From an optimization exercise on the open Yosys and OpenROAD flow, aimed at small area; shortcuts taken in it are not production practice. In this exercise RTL edits were held to simulation tests only and were not proved equivalent to the original. No driver is modelled on the clock port, so clock power and skew are understated where the tree is cut down; a real chip needs a root buffer or a tree. Power is estimated from default activity; no workload was simulated.

**flow/constraint.sdc**
```tcl
create_clock -name core_clock -period 10.0 [get_ports {clk}]
set_input_delay 2.0000 -clock core_clock [delete_from_list [all_inputs] [get_ports {clk}]]
set_output_delay 2.0000 -clock core_clock [all_outputs]
set_load 0.01 [all_outputs]
```
**flow/config.mk**
```make
export PLATFORM = sky130hd
export DESIGN_NAME = onewire_controller
export DESIGN_NICKNAME = onewire_controller
export VERILOG_FILES = /design/flow/design.v
export SDC_FILE = /design/flow/constraint.sdc
export NUM_CORES = 4
export LEC_CHECK = 0
export ABC_AREA = 1
export CAP_MARGIN = 20
export CORE_MARGIN = 2
export CORE_UTILIZATION = 40
export SLEW_MARGIN = 20
```
**flow/flow/post_cts.tcl**
```tcl
# Run after CTS (POST_CTS_TCL): collapse the clock tree that CTS built into its
# root buffer, so one buffer drives every register clock pin, and move that buffer
# to the middle of its sinks.
set block [ord::get_db_block]
set clk_net [$block findNet clk]
set root ""
foreach it [$clk_net getITerms] {
  if { [$it isInputSignal] } { set root [$it getInst] }
}
if { $root ne "" } {
  set root_out [[$root findITerm X] getNet]
  set again 1
  while { $again } {
    set again 0
    foreach it [$root_out getITerms] {
      set inst [$it getInst]
      if { $inst eq $root } { continue }
      if { [string match sky130_fd_sc_hd__clkbuf_* [[$inst getMaster] getName]] } {
        set out [[$inst findITerm X] getNet]
        foreach s [$out getITerms] {
          if { [$s getInst] ne $inst } { $s disconnect; $s connect $root_out }
        }
        odb::dbInst_destroy $inst
        odb::dbNet_destroy $out
        set again 1
        break
      }
    }
  }
  set sx 0; set sy 0; set ns 0
  foreach it [$root_out getITerms] {
    set inst [$it getInst]
    if { $inst eq $root } { continue }
    set loc [$inst getLocation]
    incr sx [lindex $loc 0]; incr sy [lindex $loc 1]; incr ns
  }
  if { $ns > 0 } {
    $root setPlacementStatus PLACED
    $root setLocation [expr {$sx / $ns}] [expr {$sy / $ns}]
    detailed_placement
    check_placement -verbose
  }
  puts "post_cts: $ns sinks on [$root_out getName], driven by [$root getName] ([[$root getMaster] getName])"
  estimate_parasitics -placement
}
```
**flow/flow/run.sh**
```bash
#!/bin/bash
# Standard ORFS layout (standard.sh) with these changes:
#  - synthesis: flow/synth.tcl maps 4:1 multiplexers to mux4 cells and runs an
#    area-oriented ABC script; no adder extraction (ADDER_MAP_FILE empty), so ABC
#    maps the counters' incrementers itself;
#  - ports are buffered by buf_1 instead of clkdlybuf4s50_1;
#  - CTS uses clkbuf_16 without dummy loads, and flow/post_cts.tcl then leaves
#    one clkbuf_16 driving all register clock pins.
set -euo pipefail
HERE=$(cd "$(dirname "${BASH_SOURCE[0]}")" && pwd)
export FLOW_SYNTH_TCL=$PWD/synth_recipe.tcl
bash standard.sh \
  "SYNTH_SCRIPT=$HERE/synth.tcl" \
  'ADDER_MAP_FILE=' \
  'BUFFER_PORTS_ARGS=-buffer_cell sky130_fd_sc_hd__buf_1' \
  'CTS_ARGS=-sink_clustering_enable -repair_clock_nets -dont_use_dummy_load -buf_list sky130_fd_sc_hd__clkbuf_16 -root_buf sky130_fd_sc_hd__clkbuf_16' \
  "POST_CTS_TCL=$HERE/post_cts.tcl" \
  finish > make_finish.log 2>&1
```
**flow/standard.sh**
```bash
#!/bin/bash
# synth_recipe.tcl (not shown) runs the flow's synth.tcl, then flattens the netlist and writes it again
# the make line also repeats each setting of config.mk as NAME=value (left out here)
make -C /OpenROAD-flow-scripts/flow DESIGN_CONFIG=/design/flow/config.mk WORK_HOME=/design/flow/orfs CLKGATE_MAP_FILE= SYNTH_SCRIPT=/design/flow/synth_recipe.tcl "${@:-finish}"
```
**flow/flow/synth.tcl**
```tcl
# The standard synthesis (synth_recipe.tcl), with two changes to the
# combinational mapping: 4:1 multiplexers are mapped to mux4 cells before ABC,
# and ABC runs an area-oriented script (abc.script beside this file).
set ::own_dir [file dirname [file normalize [info script]]]
proc abc {args} {
  yosys muxcover -mux4=200 -nopartial -nodecode
  yosys techmap -map $::own_dir/mux4map.v
  set i [lsearch -exact $args -script]
  if { $i >= 0 } { set args [lreplace $args [expr {$i + 1}] [expr {$i + 1}] $::own_dir/abc.script] }
  yosys abc {*}$args
}
source $::env(FLOW_SYNTH_TCL)
```
**flow/flow/mux4map.v**
```verilog
module \$_MUX4_ (A, B, C, D, S, T, Y);
input A, B, C, D, S, T; output Y;
sky130_fd_sc_hd__mux4_2 _TECHMAP_REPLACE_ (.A0(A), .A1(B), .A2(C), .A3(D), .S0(S), .S1(T), .X(Y));
endmodule
```
**flow/design.v**
```verilog
module onewire_controller (
    input        clk,
    input        rst,
    input        start,
    input        led_on,
    input [55:0] rom_code,
    output wire  busy,
    output wire  done,
    output wire  error,
    input  wire  dq_in,
    output wire  dq_oe
);
    reg [6:0] t;
    reg [6:0] b;
    reg [7:0] crc;
    reg       pres;
    reg       run;      
    wire wrap   = t[6] & t[3] & ~t[2];                
    wire rph    = b[6] & b[5];                         
    wire window = rph & b[4] & (b[3] | b[2] | (b[1] & b[0]));    
    wire pulse  = rph & ~window;                       
    wire ext    = b[2] & b[1] & b[0] & ((b[5] & b[4] & b[3]) | ~(b[5] | b[4] | b[3]));
    wire [63:0] tbl = {rom_code, 8'h55};
    wire dbit = b[6] ? (b[3] ? led_on : crc[0]) : tbl[b[5:0]];
    wire fb   = (crc[0] ^ dbit) & (b[6] | b[5] | b[4] | b[3]);
    wire [6:0] reload = {ext, ext | rph, ext, ext, ext | rph, ext & ~rph, ext & ~b[6]};
    wire late    = ~b[6] & ~b[5] & ~b[3] & t[6] & t[5] & t[1];
    wire end_err = late & ~t[0] & ~pres;
    wire [6:0] b_next = busy ? b + {6'd0, wrap} : 7'd102;
    always @(posedge clk) begin
        t <= busy ? (wrap ? reload : t + 7'd1) : 7'd35;
        {b[6], b[4:0]} <= {b_next[6], b_next[4:0]};
        if (wrap)    
            crc <= {fb, crc[7:5], crc[4:3] ^ {2{fb}}, crc[2:1]};
        pres <= ~busy | (~pulse & (pres | (~dq_in & window)));
    end
    always @(posedge clk or posedge rst) begin
        if (rst) begin
            run  <= 1'b0;
            b[5] <= 1'b1;
        end else begin
            run  <= busy ? ~end_err : start;
            b[5] <= b_next[5];
        end
    end
    assign done  = b[6] & ~b[5] & b[4];        
    assign busy  = run & ~done;
    assign error = late & ~pres;
    wire slot_oe = ~rph & ((t == 7'd0) | (~dbit & ~t[6] & ~(t[5] & t[4] & t[3] & t[2])));
    assign dq_oe = busy & ((pulse & ~pres) | slot_oe);
endmodule
```
**flow/flow/abc.script**
```
strash; dch -f; amap; strash; dch -f; amap
```
==> metrics.md, run 1 <==
| Metric | Value |
|---|---|
| Status | `complete, no violations` |
| Core area | `0.003390 mm²` |
| Setup TNS | `0 ps` |
| CP Launch Type | `primary input` |
| Min Tclk post-route | `6422 ps` |
| Dpl hpwl | `2851 µm` |
| Worst-Skew Late Latency | `160 ps` |
| Setup crit end kind | `output pin` |
| Total GRT Usage | `19.92%` |
| FP Rows | `21` |
| Chip width | `63.87 µm` |
| Global-route wire length before repair | `5871 µm` |
| RSZ-0062 raised after global routing | `false` |
| # IOs | `65` |
| Register bit total from synthesis | `24` |
| WL final | `3508 µm` |
| Post-Synth Simple-Gate Area | `12.04%` |
| Most frequent CP cell | `mux4_2` |
| Maximum number of pins on one net before global-route repair | `25` |
| Diode count | `0` |
| Yosys top cell area share | `28.27%` |
| Fmax | `155.7 MHz` |
| Layout Cells excl Fill | `248` |
| Post-Synthesis Cells | `135` |
| Post-synthesis mux area share | `28.27%` |
| Flop pwr share | `45.4%` |
| Ys flop type | `dfxtp_1` |
| Sink Count | `24` |
| Clock power share | `11.1%` |
| Power Dens Cells | `222.0 mW/mm²` |
| DRT antenna net count | `0` |
| Synth area leader | `mux4_2` |
| Worst path bufs/invs | `2` |
| Data arrival, critical path | `4420 ps` |
| Post-Synth Adder-Cell Area | `0%` |
| Peak supply drop | `0.1060 mV` |
| Drc violations | `0` |
| CP required | `8000 ps` |
| Share of layout cells above drive strength 1 | `10.89%` |
| Net Sw Frac | `35.61%` |
| Vias | `1417` |
| Worst-margin pin slew | `941.0 ps` |
| PortBufs | `64` |
| Drt wl/cell | `14.15 µm` |
| Largest cells by area after synthesis | `mux4_2 28%, dfxtp_1 20%, edfxtp_1 17%` |
| # setup viols final | `0` |
| CP top delay family | `multiplexers` |
| Hold slack final | `429.3 ps` |
| Critical Path Fanout Max | `3` |
| Initial drt markers | `197` |
| Crit Path Category | `in2out` |
| Rel. slew slack | `37.18%` |
| Avg Cell Area, Syn | `10.62 µm²` |
| Critical path's slowest cell | `mux4_2` |
| Initial core utilization | `42.30%` |
| Layout area overhead | `23.56%` |
| Final Cycle Share | `64.22%` |
| Placed cell count | `247` |
| Clk_skew | `5.067 ps` |
| Die area | `0.004079 mm²` |
| Sw power | `0.0001401 W` |
| Largest family of logic cells by synthesized area | `multiplexers` |
| Cell Area, Synth | `0.001434 mm²` |
| Pleak | `0.5585 nW` |
| Die Ht | `63.87 µm` |
| RePlAce Congestion | `0.8154` |
| Vias in the first global route | `1382` |
| DRT Pass-1 Iters | `5` |
| Mean number of vias per cell | `5.714` |
| Max_cap viols | `0` |
| Reg clk slew, reported paths | `100 ps` |
| Hold WC Path Type | `reg2reg` |
| GR Overflow Total | `0` |
| Initial antenna violation count | `0` |
| Post-synth EDFFs | `8` |
| List of most frequent post-synthesis cells | `20 x clkinv_1, 20 x nor2_1, 18 x mux4_2` |
| CP peak stage delay | `480 ps` |
| Compound-cell area share of the yosys netlist | `14.57%` |
| Final Hold Viols | `0` |
| YS warnings | `1` |
| Net Count, Synth | `196` |
| Final slew viol count | `0` |
| Comb power frac | `43.5%` |
| # nets final | `265` |
| P_int | `0.0002533 W` |
| XOR/XNOR Fraction of Synth Area | `0%` |
| Worst path cell trace | `buf_1 -> mux4_2 -> mux4_2 -> mux4_2 -> nand2_1 -> o21ai_0 -> a41oi_1 -> a41oi_1 -> nor3_1 -> a21oi_1 -> nor2_1 -> buf_1` |
| Ys async rst share | `8.333%` |
| Distinct cells, synth | `26` |
| Seq/Total Area, Yosys | `39.88%` |
## layer usage
| metal | vias to the layer above | global-route usage (%) | share of wire (%) |
|---|---|---|---|
| li1 | 657 | - | - |
| met1 | 666 | 25.46 | 38 |
| met2 | 88 | 36.07 | 51 |
| met3 | 6 | 1.761 | 9.1 |
| met4 | 0 | 5.163 | 1.7 |
| met5 | - | 0 | 0 |
## registers in the layout, summed over array words and instances (netlist names)
| register | flops |
|---|---|
| crc | 8 |
| t | 7 |
| run | 1 |
| b | 7 |
| pres | 1 |
## path summary, 6_finish.rpt
kind                          end  slack, ps         start  depth (start not counted)
setup / recovery            dq_oe       3580  rom_code[35]                         12
hold / removal             crc[5]        430        crc[6]                          0
setup reg to reg           crc[3]       6500          b[0]                          7
hold reg to reg            crc[5]        430        crc[6]                          0
max in group asynchronous    b[5]       8180           rst                          2
min in group asynchronous     run       1630           rst                          2
## cells by family (layout without fill, tap and decap cells)
logic type	after synthesis	in the layout
simple gates	40	40
compound gates	33	33
flops	24	24
mux	18	18
buf+inv	20	87
## power by group through the flow
| stage | Combinational [W] | Sequential, W | Clock [W] |
|---|---|---|---|
| global placement | 0.000165 | 0.000180 | 0 |
| floorplan | 0.000141 | 0.000168 | 0 |
| global route | 0.000188 | 0.000186 | 0.0000475 |
| finish | 0.000171 | 0.000179 | 0.0000437 |
| detailed placement | 0.000171 | 0.000182 | 0 |
## stage by stage
stage | cell area, µm² | util, % | setup WS (ps) | total power (W)
after floorplan | 1434 | - | 3903 | 0.0003093
after global placement | 1747 | 51.53 | 3613 | 0.0003450
after detailed placement | 1747 | 51.53 | 3563 | 0.0003525
after global routing | 1772 | 52.27 | 3426 | 0.0004215
final | 1772 | 52.27 | 3578 | 0.0003934
## layout by cell type, fill, tap and decap left out, drive strengths merged
master / instances
edfxtp: 8
a211oi: 1
a41oi: 2
dfrtp: 1
nand3: 1
mux4: 18
nor2b: 2
dfstp: 1
clkbuf: 1
a22oi: 1
o221ai: 3
o22ai: 4
clkinv: 20
a311oi: 1
nor3: 5
a31oi: 2
a21oi: 9
nand4: 1
o211ai: 1
nor4: 2
o21ai: 7
o21a: 1
buf: 66
o22a: 1
or3: 1
nor2: 20
dfxtp: 14
nand2: 8
## area by class of cell
class	instances	area (µm²)
clock buffer	1	25.02
timing repair buffer	66	255.2
tap	46	57.56
fill	325	1618
multi-input combinational	91	787.0
sequential	24	571.8
inverter	20	75.07
==> inputs of run 2 (changes only) <==
--- a/flow/config.mk
+++ b/flow/config.mk
@@ -9,4 +9,5 @@
 export CAP_MARGIN = 20
 export CORE_MARGIN = 2
 export CORE_UTILIZATION = 40
+export GPL_TIMING_DRIVEN = 0
 export SLEW_MARGIN = 20
==> metrics.md, run 2 <==
| Metric | Value |
|---|---|
| Dpl hpwl | `2824 µm (-0.95%)` |
| Vias in the first global route | `1334 (-3.5%)` |
| Drt wl/cell | `13.59 µm (-3.9%)` |
| Fmax | `153.6 MHz (-1.3%)` |
| Design area | `0.001769 mm² (-0.14%)` |
| Initial drt markers | `152 (-23%)` |
| Final slew viol count | `0 (unchanged)` |
| # nets final | `264 (-0.38%)` |
| Maximum number of pins on one net before global-route repair | `25 (unchanged)` |
| Post-Synthesis Cells | `135 (unchanged)` |
| Worst-Skew Late Latency | `150 ps (about the same)` |
| Clk_skew | `2.540 ps (-2.528 ps)` |
| YS warnings | `1 (unchanged)` |
| Rel. slew slack | `36.55% (-0.63 points)` |
| FP Rows | `21 (unchanged)` |
| Critical Path Fanout Max | `3 (unchanged)` |
| Post-DP Area | `0.001744 mm² (-0.14%)` |
| Fill cell count | `329 (+1.2%)` |
| List of most frequent post-synthesis cells | `20 x clkinv_1, 20 x nor2_1, 18 x mux4_2` |
| Avg Cell Area, Syn | `10.62 µm² (unchanged)` |
| # IOs | `65 (unchanged)` |
| Register bit total from synthesis | `24 (unchanged)` |
| Sw power | `0.0001354 W (-3.4%)` |
| Setup TNS | `0 ps (unchanged)` |
| Biggest regs | `crc: 8 flops, b: 7 flops, t: 7 flops` |
| P_int | `0.0002534 W (about the same)` |
| Die Ht | `63.87 µm (unchanged)` |
| Placed cell count | `246 (-0.40%)` |
| DRT antenna net count | `0 (unchanged)` |
| Die area | `0.004079 mm² (unchanged)` |
| Worst Slack Setup Final | `3492 ps (-86.00 ps)` |
| GR Overflow Total | `0 (unchanged)` |
| Most frequent cells in the layout | `64 x buf_1, 20 x clkinv_1, 20 x nor2_1` |
| Setup crit end kind | `output pin` |
| Initial core utilization | `42.30% (unchanged)` |
| Max_cap viols | `0 (unchanged)` |
| # setup viols final | `0 (unchanged)` |
| Core area | `0.003390 mm² (unchanged)` |
| Drc violations | `0 (unchanged)` |
| Ys flop type | `dfxtp_1` |
| Comb power frac | `43.5% (about the same)` |
| Worst-margin pin slew | `950.5 ps (+9.443 ps)` |
| Final Hold Viols | `0 (unchanged)` |
| Largest reg by FF count | `crc` |
| Clock power share | `10.8% (-0.3 points)` |
| RePlAce Congestion | `0.8073 (-0.99%)` |
| Ys async rst share | `8.333% (unchanged)` |
| Min Tclk post-route | `6508 ps (+86.00 ps)` |
| Post-layout util | `52.20% (-0.074 points)` |
| Data arrival, critical path | `4510 ps (+90 ps)` |
| Sink Count | `24 (unchanged)` |
| WL final | `3356 µm (-4.3%)` |
| Chip width | `63.87 µm (unchanged)` |
| Yosys top cell area share | `28.27% (unchanged)` |
| Pleak | `0.5555 nW (-0.53%)` |
| Synth area leader | `mux4_2` |
| Seq/Total Area, Yosys | `39.88% (unchanged)` |
| Vias | `1363 (-3.8%)` |
| Place WS | `3534 ps (-29.46 ps)` |
| Distinct cells, synth | `26 (unchanged)` |
| Layout Cells excl Fill | `247 (-0.40%)` |
| CP required | `8000 ps (about the same)` |
| Cell Area, Synth | `0.001434 mm² (unchanged)` |
| Flop pwr share | `45.7% (+0.3 points)` |
| Reg clk slew, reported paths | `90 ps (about the same)` |
| Share of layout cells above drive strength 1 | `10.95% (+0.054 points)` |
| Global-route wire length before repair | `5595 µm (-4.7%)` |
| Post-synth EDFFs | `8 (unchanged)` |
| Net Sw Frac | `34.82% (-0.79 points)` |
| RSZ-0062 raised after global routing | `false` |
| Crit Path Category | `in2out` |
| Total GRT Usage | `18.99% (-0.93 points)` |
| Commonest non-fill, non-tap cell in the layout | `buf_1` |
| Mean number of vias per cell | `5.518 (-3.4%)` |
| Layout area overhead | `23.39%` |
| PortBufs | `64 (unchanged)` |
| Power Dens Cells | `219.7 mW/mm² (-1.0%)` |
| DRT Pass-1 Iters | `5 (unchanged)` |
| Diode count | `0 (unchanged)` |
| Largest cells by area after synthesis | `mux4_2 28%, dfxtp_1 20%, edfxtp_1 17%` |
| CP Launch Type | `primary input` |
| Final Cycle Share | `65.08% (+0.86 points)` |
| Max reg flops | `8 (unchanged)` |
| Peak supply drop | `0.08410 mV (-21%)` |
| Net Count, Synth | `196 (unchanged)` |
| Status | `complete, no violations` |
| Hold WC Path Type | `reg2reg` |
| Initial antenna violation count | `0 (unchanged)` |
## run 2: cell counts after synthesis
No cell type changed its count.
## run 2: power groups by stage
stage	sequential, W	clock [W]	combinational, W
final	0.000178	0.0000419	0.000169
after global routing	0.000187	0.0000481	0.000186
after detailed placement	0.000181	0	0.000171
after global placement	0.000179	0	0.000165
after floorplan	0.000168	0	0.000141
## run 2: kinds of logic (layout without fill, tap and decap cells)
logic type	Yosys count	in the layout	synth area share, %
DFF	24	24	39.88
and+or+nand+nor	40	40	12.04
AOI/OAI and AO/OA	33	33	14.57
muxes	18	18	28.27
buffers and inverters	20	86	5.235
## run 2: final timing paths
kind                         startpoint     end  slack, ps  cells past startpoint
setup / recovery           rom_code[35]   dq_oe       3490                     12
hold / removal                   crc[5]  crc[4]        430                      0
setup reg to reg                   b[0]  crc[3]       6500                      7
hold reg to reg                  crc[5]  crc[4]        430                      0
max in group asynchronous           rst    b[5]       8170                      2
min in group asynchronous           rst     run       1640                      2
## run 2: critical path, cell delays in order
cell and delay (ps):
buf_1 70, mux4_2 460, mux4_2 470, mux4_2 470
nand2_1 70, o21ai_0 150, a41oi_1 230, a41oi_1 80
nor3_1 190, a21oi_1 60, nor2_1 90, buf_1 160
## run 2: layout make-up
cell class                 instances  area, µm²  area share (%)
multi-input combinational         91      792.0           44.77
sequential                        24      571.8           32.32
timing repair buffer              65      247.7           14.00
inverter                          20      75.07           4.243
tap                               46      57.56           3.253
clock buffer                       1      25.02           1.414
## run 2: routing by layer
| layer | vias to the layer above | routed length [µm] | GRT usage (%) |
|---|---|---|---|
| met5 | - | 0 | 0 |
| met4 | 0 | 13 | 1.902 |
| met3 | 2 | 254 | 1.761 |
| met2 | 74 | 1774 | 34.51 |
| met1 | 633 | 1314 | 25.37 |
| li1 | 654 | - | - |
## run 2: per-stage QoR
stage | hold WS (ps) | total power (W)
after floorplan | 400.3 | 0.0003093
after global placement | 402.9 | 0.0003442
after detailed placement | 405.7 | 0.0003516
after global routing | 454.8 | 0.0004207
final | 425.8 | 0.0003887
==> inputs of run 3 (changes only) <==
--- a/flow/config.mk
+++ b/flow/config.mk
@@ -6,8 +6,8 @@
 export NUM_CORES = 4
 export LEC_CHECK = 0
 export ABC_AREA = 1
-export CAP_MARGIN = 20
+export CAP_MARGIN = 0
 export CORE_MARGIN = 2
 export CORE_UTILIZATION = 40
 export GPL_TIMING_DRIVEN = 0
-export SLEW_MARGIN = 20
+export SLEW_MARGIN = 0
==> metrics.md, run 3 <==
| Metric | Value |
|---|---|
| Clk_skew | `3.073 ps (+0.5337 ps)` |
| Setup crit end kind | `output pin` |
| R2R Setup Slk | `6430 ps (-70 ps)` |
| Drt wl/cell | `13.63 µm (+0.29%)` |
| Core area | `0.003390 mm² (unchanged)` |
| Diode count | `0 (unchanged)` |
| R2r worst-path depth | `12 (+5)` |
| RePlAce Congestion | `0.8073 (unchanged)` |
| Largest cells by area after synthesis | `mux4_2 28%, dfxtp_1 20%, edfxtp_1 17%` |
| Cell Area, Synth | `0.001434 mm² (unchanged)` |
| Dpl hpwl | `2788 µm (-1.3%)` |
| PortBufs | `64 (unchanged)` |
| Yosys top cell area share | `28.27% (unchanged)` |
| Biggest regs | `crc: 8 flops, b: 7 flops, t: 7 flops` |
| Min Tclk post-route | `6446 ps (-62.13 ps)` |
| Layout area overhead | `22.86%` |
| Total GRT Usage | `18.80% (-0.19 points)` |
| # nets final | `263 (-0.38%)` |
| Chip width | `63.87 µm (unchanged)` |
| Pleak | `0.5501 nW (-0.98%)` |
| Synth area leader | `mux4_2` |
| Max reg flops | `8 (unchanged)` |
| # IOs | `65 (unchanged)` |
| Worst-Skew Late Latency | `150 ps (about the same)` |
| Reg2reg end | `t[2]` |
| Final slew viol count | `0 (unchanged)` |
| Status | `complete, no violations` |
| Peak supply drop | `0.1029 mV (+22%)` |
| Die Ht | `63.87 µm (unchanged)` |
| Place WS | `3544 ps (+10.49 ps)` |
| Initial antenna violation count | `0 (unchanged)` |
| Worst r2r src | `t[3]` |
| Distinct cells, synth | `26 (unchanged)` |
| Setup TNS | `0 ps (unchanged)` |
| # setup viols final | `0 (unchanged)` |
| Global-route wire length before repair | `5554 µm (-0.73%)` |
| Largest reg by FF count | `crc` |
| Worst Hold Path EP | `crc[4]` |
| GR Overflow Total | `0 (unchanged)` |
| FP Rows | `21 (unchanged)` |
| Net Count, Synth | `196 (unchanged)` |
| Layout Cells excl Fill | `246 (-0.40%)` |
| CP required | `8000 ps (about the same)` |
| Initial core utilization | `42.30% (unchanged)` |
| Final Cycle Share | `64.46% (-0.62 points)` |
| Avg Cell Area, Syn | `10.62 µm² (unchanged)` |
| Mean number of vias per cell | `5.598 (+1.4%)` |
| Fmax | `155.1 MHz (+0.96%)` |
| Placed cell count | `245 (-0.41%)` |
| Post-Synthesis Cells | `135 (unchanged)` |
| Commonest non-fill, non-tap cell in the layout | `buf_1` |
| List of most frequent post-synthesis cells | `20 x clkinv_1, 20 x nor2_1, 18 x mux4_2` |
| Most frequent cells in the layout | `64 x buf_1, 20 x clkinv_1, 20 x nor2_1` |
| Vias | `1377 (+1.0%)` |
| CP Launch Type | `primary input` |
| YS warnings | `1 (unchanged)` |
| Max_cap viols | `0 (unchanged)` |
| Crit Path Category | `in2out` |
| Maximum number of pins on one net before global-route repair | `25 (unchanged)` |
| Register bit total from synthesis | `24 (unchanged)` |
| Drc violations | `0 (unchanged)` |
| Worst-margin pin slew | `1026 ps (+75.39 ps)` |
| Power Dens Cells | `220.6 mW/mm² (+0.39%)` |
| Sink Count | `24 (unchanged)` |
| Post-synth EDFFs | `8 (unchanged)` |
| Rel. slew slack | `31.24% (-5.3 points)` |
| Ys flop type | `dfxtp_1` |
| DRT Pass-1 Iters | `5 (unchanged)` |
| Critical Path Source | `rom_code[39]` |
| Fill cell count | `316 (-4.0%)` |
| Number of cells on the worst hold path | `0 (unchanged)` |
| Initial drt markers | `80 (-47%)` |
| Reg clk slew, reported paths | `90 ps (about the same)` |
| Critical Path Fanout Max | `3 (unchanged)` |
| DRT antenna net count | `0 (unchanged)` |
| Hold WC Path Type | `reg2reg` |
| Hold path start | `crc[5]` |
| WL final | `3352 µm (-0.12%)` |
| Data arrival, critical path | `4450 ps (-60 ps)` |
| Final Hold Viols | `0 (unchanged)` |
| Seq/Total Area, Yosys | `39.88% (unchanged)` |
| Die area | `0.004079 mm² (unchanged)` |
| RSZ-0062 raised after global routing | `false` |
| Share of layout cells above drive strength 1 | `10.50% (-0.45 points)` |
| Worst Slack Setup Final | `3554 ps (+62.13 ps)` |
| Ys async rst share | `8.333% (unchanged)` |
| Vias in the first global route | `1347 (+0.97%)` |
-- run 3: cell counts after synthesis --
No cell type changed its count.
-- run 3: final cells by class --
type                            count  area (µm²)  area share, %
Timing Repair Buffer               64       240.2          13.64
Sequential cell                    24       571.8          32.46
Clock buffer                        1       25.02          1.420
Tap cell                           46       57.56          3.267
Multi-Input combinational cell     91       792.0          44.96
Inverter                           20       75.07          4.261
-- run 3: logic make-up (layout without fill, tap and decap cells) --
group	count (synthesis)	after routing	share of synthesized area, %
AO/OA/AOI/OAI	33	33	14.57
buffers and inverters	20	85	5.235
flip-flops	24	24	39.88
multiplexers	18	18	28.27
AND/OR/NAND/NOR	40	40	12.04
-- run 3: critical path, cell delays in order --
cell     delay (ps)
buf_1            80
mux4_2          450
mux4_2          480
mux4_2          470
nand2_1          70
o21ai_0         160
a41oi_1         210
a41oi_1          80
nor3_1          160
a21oi_1          60
nor2_1           80
buf_1           160
-- run 3: report_power, final --
part	switching, W	internal [W]	leakage [nW]
registers	0.0000495	0.000128	0.208
logic	0.0000626	0.000107	0.330
clock network	0.0000236	0.0000183	0.0123
total	0.000136	0.000253	0.550
-- run 3: worst max path at each step --
| stage | endpoint | slack [ps] |
|---|---|---|
| detailed placement | dq_oe | 3540 |
| finish | dq_oe | 3550 |
| floorplan | dq_oe | 3900 |
| global placement | dq_oe | 3560 |
| global route | dq_oe | 3390 |
-- run 3: per-layer routing --
layer	vias to the layer above	share of wire [%]	global-route usage, %	wire length [µm]
met5	-	0	0	0
met1	663	40	24.34	1352
met3	2	5.6	2.289	187
met2	58	54	34.24	1800
li1	654	-	-	-
met4	0	0.36	2.717	12
-- run 3: metrics by stage --
step | power [W] | utilization, % | instance area, µm² | hold WS (ps)
floorplan | 0.0003093 | - | 1434 | 400.3
global placement | 0.0003442 | 51.09 | 1732 | 402.9
detailed placement | 0.0003513 | 51.24 | 1737 | 405.7
global route | 0.0004202 | 51.97 | 1762 | 455.2
finish | 0.0003886 | 51.97 | 1762 | 425.4

==> separate check: timing with driven ports <==
In the flow no input, the clock included, has a driving cell. The finished layouts below were timed again as built, in two steps.
Step 1 assumes that a clkbuf_16 drives the clock port and a buf_2 every other input.
Step 2 times the ports against the registers' clock, not the clock port: input delays grow and output delays shrink by t, the midpoint of the rising clock arrivals with the driver on.
Slacks: ideal / step 1 / step 2; pairs: ideal / step 1.
| run | shift t [ns] | setup slack, ns | worst setup path at the end |
|---|---|---|---|
| run 1 | 0.189 | 3.578 / 3.559 / 3.559 | input to output |
| run 2 | 0.177 | 3.492 / 3.469 / 3.469 | input to output |
| run 3 | 0.178 | 3.554 / 3.533 / 3.533 | input to output |
After both steps every run listed still meets setup and hold. The setup slack of run 2, which loses most, moves by -0.023 ns with the drivers and by -0.023 ns with both steps.
